From an optimization exercise on the open Yosys and OpenROAD flow, aimed at small area, a short achievable clock period and few clock cycles; shortcuts taken in it are not production practice. At most, simulation tests tie the RTL to the original design; equivalence was not proved. Power is estimated from default activity; no workload was simulated.

==> flow/design.v <==
module ge8(input [7:0] a, b, output y);
wire [7:0] g0 = a & ~b, l0 = ~a & b;
wire [3:0] g1, l1;
wire [1:0] g2, l2;
genvar i;
generate for (i = 0; i < 4; i = i + 1) begin : m1
	assign g1[i] = g0[2*i+1] | ~l0[2*i+1] & g0[2*i];
	assign l1[i] = l0[2*i+1] | ~g0[2*i+1] & l0[2*i];
end endgenerate
generate for (i = 0; i < 2; i = i + 1) begin : m2
	assign g2[i] = g1[2*i+1] | ~l1[2*i+1] & g1[2*i];
	assign l2[i] = l1[2*i+1] | ~g1[2*i+1] & l1[2*i];
end endgenerate
assign y = ~(l2[1] | ~g2[1] & l2[0]);
endmodule
module comparator_9(
	input	[7:0]	l_lo, l_md, l_hi,
	input	[7:0]	c_lo, c_md, c_hi,
	input	[7:0]	r_lo, r_md, r_hi,
	input			lc_lo, lc_md, lc_hi,
	output			cr_lo, cr_md, cr_hi,
	output	[7:0]	x, y, z
);
wire lr_lo, lr_md, lr_hi;
ge8 g0(.a(c_lo), .b(r_lo), .y(cr_lo));
ge8 g1(.a(c_md), .b(r_md), .y(cr_md));
ge8 g2(.a(c_hi), .b(r_hi), .y(cr_hi));
ge8 g3(.a(l_lo), .b(r_lo), .y(lr_lo));
ge8 g4(.a(l_md), .b(r_md), .y(lr_md));
ge8 g5(.a(l_hi), .b(r_hi), .y(lr_hi));
assign x = (lc_lo & lr_lo) ? l_lo : (!lc_lo & cr_lo) ? c_lo : r_lo;
assign y = (lc_md ^ lr_md) ? l_md : (lc_md ^ cr_md) ? r_md : c_md;
assign z = (!lc_hi & !lr_hi) ? l_hi : (lc_hi & !cr_hi) ? c_hi : r_hi;
endmodule
module med3(input [7:0] a, b, c, output [7:0] y);
wire ab, ac, bc;
ge8 g0(.a(a), .b(b), .y(ab));
ge8 g1(.a(a), .b(c), .y(ac));
ge8 g2(.a(b), .b(c), .y(bc));
assign y = (ab ^ ac) ? a : (ab ^ bc) ? c : b;
endmodule
module sort3(
	input	[7:0]	a, m, b,
	input			am, ab, mb,
	output	[7:0]	lo, md, hi,
	output			m_lo, m_hi
);
assign hi = (am & ab) ? a : (!am & mb) ? m : b;
assign lo = (!am & !ab) ? a : (am & !mb) ? m : b;
assign md = (am ^ ab) ? a : (am ^ mb) ? b : m;
assign m_hi = !am & mb;
assign m_lo = am & !mb;
endmodule
module CU(
	input						clk,
	input						rst,
	output reg	[2:0]		ph,			 
	output reg	[17:0]	rd_pair,		 
	output reg				border,		 
	output reg	[18:0]	out_address,
	output reg				out_valid
);
localparam NPAIR = 153600;            
localparam RD_START = 18'd261904;     
localparam RD_LAST  = 18'd153839;     
reg	[1:0]	warm;                       
reg	[3:0]	m15;                        
wire [17:0] opair = out_address[18:1];
wire row_first = ~|opair[17:8] & ~&opair[7:4] & ~(opair[7:4] == 4'hE & &opair[3:0]);
wire row_last = (opair[17:8] == 10'h257) & (|opair[7:4] | &opair[3:0]);
wire row_border = row_first | row_last;
wire rd_wrap = &(rd_pair | ~RD_LAST);
wire op_wrap = &(opair | ~(NPAIR - 1));
reg first;
always @(posedge clk or negedge rst) begin
	if (!rst) begin
		first <= 1'b1;
		ph <= 3'b001;
		warm <= 2'd0;
		m15 <= 4'd0;
		out_valid <= 1'b0;
	end else begin
		first <= 1'b0;
		ph <= {ph[1:0], ph[2]};
		if (ph[2] && warm != 2'd3) warm <= warm + 2'd1;
		if (ph[1] && warm == 2'd3 && &opair[3:0])
			m15 <= (m15 == 4'd14) ? 4'd0 : m15 + 4'd1;
		out_valid <= (ph[1] && warm[1]) || (ph[0] && warm == 2'd3);
	end
end
always @(posedge clk) begin
	if (first)
		rd_pair <= 18'd0;
	else if (ph[2])
		rd_pair <= rd_wrap ? RD_START : rd_pair - 18'd479;
	else
		rd_pair <= rd_pair + 18'd240;
	if (first)
		out_address[18:1] <= 18'd0;
	else if (ph[1] && warm == 2'd3)
		out_address[18:1] <= op_wrap ? 18'd0 : opair + 18'd1;
	out_address[0] <= (ph[0]);
	border <= row_border || (m15 == 4'd14 && opair[3:1] == 3'b111 && (opair[0] == ph[2]));
end
endmodule
module DU(
	input						clk,
	input			[2:0]		ph,			 
	input						border,
	input			[7:0]		q_a,
	input			[7:0]		q_b,
	output reg	[7:0]		out
);
reg [7:0] rb, b1, b2;
reg [7:0] st, sm, sb;
wire p1 = ph[1];         
wire p2 = ph[2];         
wire shift = !ph[0];     
reg s_am, s_ab, s_mb;
wire [7:0] st_n = p1 ? b2 : sm;
wire [7:0] sm_n = p1 ? b1 : sb;
wire [7:0] sb_n = p1 ? rb : q_a;    
wire am_n, ab_n, mb_n;
ge8 c0(.a(st_n), .b(sm_n), .y(am_n));
ge8 c1(.a(st_n), .b(sb_n), .y(ab_n));
ge8 c2(.a(sm_n), .b(sb_n), .y(mb_n));
always @(posedge clk) begin
	rb <= q_b; b1 <= rb; b2 <= b1;
	st <= st_n;
	sm <= sm_n;
	sb <= q_a;
	s_am <= am_n;
	s_ab <= ab_n;
	s_mb <= mb_n;
end
wire [7:0] s_b = p2 ? b1 : sb;
wire [7:0] s_lo, s_md, s_hi;
wire       s_tlo, s_thi;
sort3 srt(.a(st), .m(sm), .b(s_b), .am(s_am), .ab(s_ab), .mb(s_mb), .lo(s_lo), .md(s_md), .hi(s_hi), .m_lo(s_tlo), .m_hi(s_thi));
reg [7:0] l_lo, l_md, l_hi;
reg       lc_lo, lc_md, lc_hi;    
wire      cr_lo, cr_md, cr_hi;    
reg [7:0] c_lo, c_md, c_hi;
reg       c_tlo, c_thi;
reg [7:0] r_lo, r_md, r_hi;
reg       r_tlo, r_thi;
always @(posedge clk) begin
	if (shift) begin
		l_lo <= c_lo; l_md <= c_md; l_hi <= c_hi;
		lc_lo <= cr_lo; lc_md <= cr_md; lc_hi <= cr_hi;
		c_lo <= r_lo; c_md <= r_md; c_hi <= r_hi; c_tlo <= r_tlo; c_thi <= r_thi;
		r_lo <= s_lo; r_md <= s_md; r_hi <= s_hi; r_tlo <= s_tlo; r_thi <= s_thi;
	end
end
wire [7:0] c_mid = c_tlo ? c_lo : c_thi ? c_hi : c_md;
wire [7:0] mx_lo, md_md, mn_hi;
comparator_9 cmp(
	.l_lo(l_lo), .l_md(l_md), .l_hi(l_hi),
	.c_lo(c_lo), .c_md(c_md), .c_hi(c_hi),
	.r_lo(r_lo), .r_md(r_md), .r_hi(r_hi),
	.lc_lo(lc_lo), .lc_md(lc_md), .lc_hi(lc_hi),
	.cr_lo(cr_lo), .cr_md(cr_md), .cr_hi(cr_hi),
	.x(mx_lo), .y(md_md), .z(mn_hi)
);
reg [7:0] x, y, z;
always @(posedge clk) begin
	x <= border ? c_mid : mx_lo;
	y <= border ? c_mid : md_md;
	z <= border ? c_mid : mn_hi;
end
wire [7:0] med;
med3 m3(.a(x), .b(y), .c(z), .y(med));
always @(posedge clk) out <= med;
endmodule
module medianFilter(
	output	[7:0]		out,
	output 	[18:0]	out_address,
	output				out_valid,
	output	[18:0]	address_a,
	output	[18:0]	address_b,
	input		[7:0]		q_a,
	input		[7:0]		q_b,
	input					clk,
	input 				rst
);
wire	[2:0]	ph;
wire			border;
wire	[17:0]	rd_pair;
CU cu(
	.clk				(clk),
	.rst				(rst),
	.ph				(ph),
	.rd_pair			(rd_pair),
	.border			(border),
	.out_address	(out_address),
	.out_valid		(out_valid)
);
assign address_a = {rd_pair, 1'b0};
assign address_b = {rd_pair, 1'b1};
DU du(
	.clk				(clk),
	.ph				(ph),
	.border			(border),
	.q_a				(q_a),
	.q_b				(q_b),
	.out				(out)
);
endmodule
clock: 7.0 ns
lec_check: 0
abc_area: 1
cap_margin: 20
core_margin: 2
core_utilization: 60
cts_buf_list: sky130_fd_sc_hd__clkbuf_16
cts_cluster_diameter: 100
cts_cluster_size: 30
place_density: 0.75
setup_slack_margin: 4.6
slew_margin: 20
run.sh (not shown) runs the stock make flow with config.mk's settings and CLKGATE_MAP_FILE= SYNTH_SCRIPT=/design/flow/synth_recipe.tcl, a recipe that flattens the netlist after the stock synthesis.
Testbench counts at the start, summed over its fixed seeds: cycles 1,843,232.
Next try:
--- a/flow/design.v
+++ b/flow/design.v
@@ -146,7 +146,7 @@
 reg       r_tlo, r_thi;
 always @(posedge clk) begin
+	l_lo <= c_lo; l_md <= c_md; l_hi <= c_hi;
+	lc_lo <= cr_lo; lc_md <= cr_md; lc_hi <= cr_hi;
 	if (shift) begin
-		l_lo <= c_lo; l_md <= c_md; l_hi <= c_hi;
-		lc_lo <= cr_lo; lc_md <= cr_md; lc_hi <= cr_hi;
 		c_lo <= r_lo; c_md <= r_md; c_hi <= r_hi; c_tlo <= r_tlo; c_thi <= r_thi;
 		r_lo <= s_lo; r_md <= s_md; r_hi <= s_hi; r_tlo <= s_tlo; r_thi <= s_thi;
The new run passed the timing, design-rule and antenna checks.
Worst setup slack loses 48 ps.
Global-route usage climbs by 0.82 points.
Area after synthesis drops by 2.0%.
Combinational power barely changes.
Flip-flop and latch count stays the same.
Die area drops by 1.9%.
Synthesized cell count climbs by 1.4%.
Hold slack barely changes.
Clock power drops by 4.9%.
Power drops by 1.2%.
Utilization climbs by 0.71 points.
Critical path depth climbs by 1.
Count of clock-buffer cells in the layout is unchanged.
Cell area drops by 2.0%.
The RTL of the second run of this note was laid out without a check of its function.

==> what the ideal ports hide <==
In the flow no input, the clock included, has a driving cell. The finished layouts below were timed again as built, in two steps. Step 1, drivers: a clkbuf_16 drives clk and a buf_2 each remaining input, both assumed. Step 2 times the ports against the registers' clock, not the clock port: input delays grow and output delays shrink by t, the midpoint of the rising clock arrivals with the driver on. a / b / c = ideal / step 1 / step 2; a / b = the first two.
| run | t (ns) | slack for setup (ns) | slew at the worst register clock pin (ns) | cell pins on the clock port's net |
|---|---|---|---|---|
| the first run | 0.506 | 4.597 / 4.553 / 4.242 | 0.11 / 0.11 | 1 |
| the second run | 0.501 | 4.548 / 4.507 / 4.169 | 0.11 / 0.11 | 1 |
After both steps every run listed still meets setup and hold. The setup slack of the second run, which loses most, moves by -0.041 ns with the drivers and by -0.379 ns with both steps.
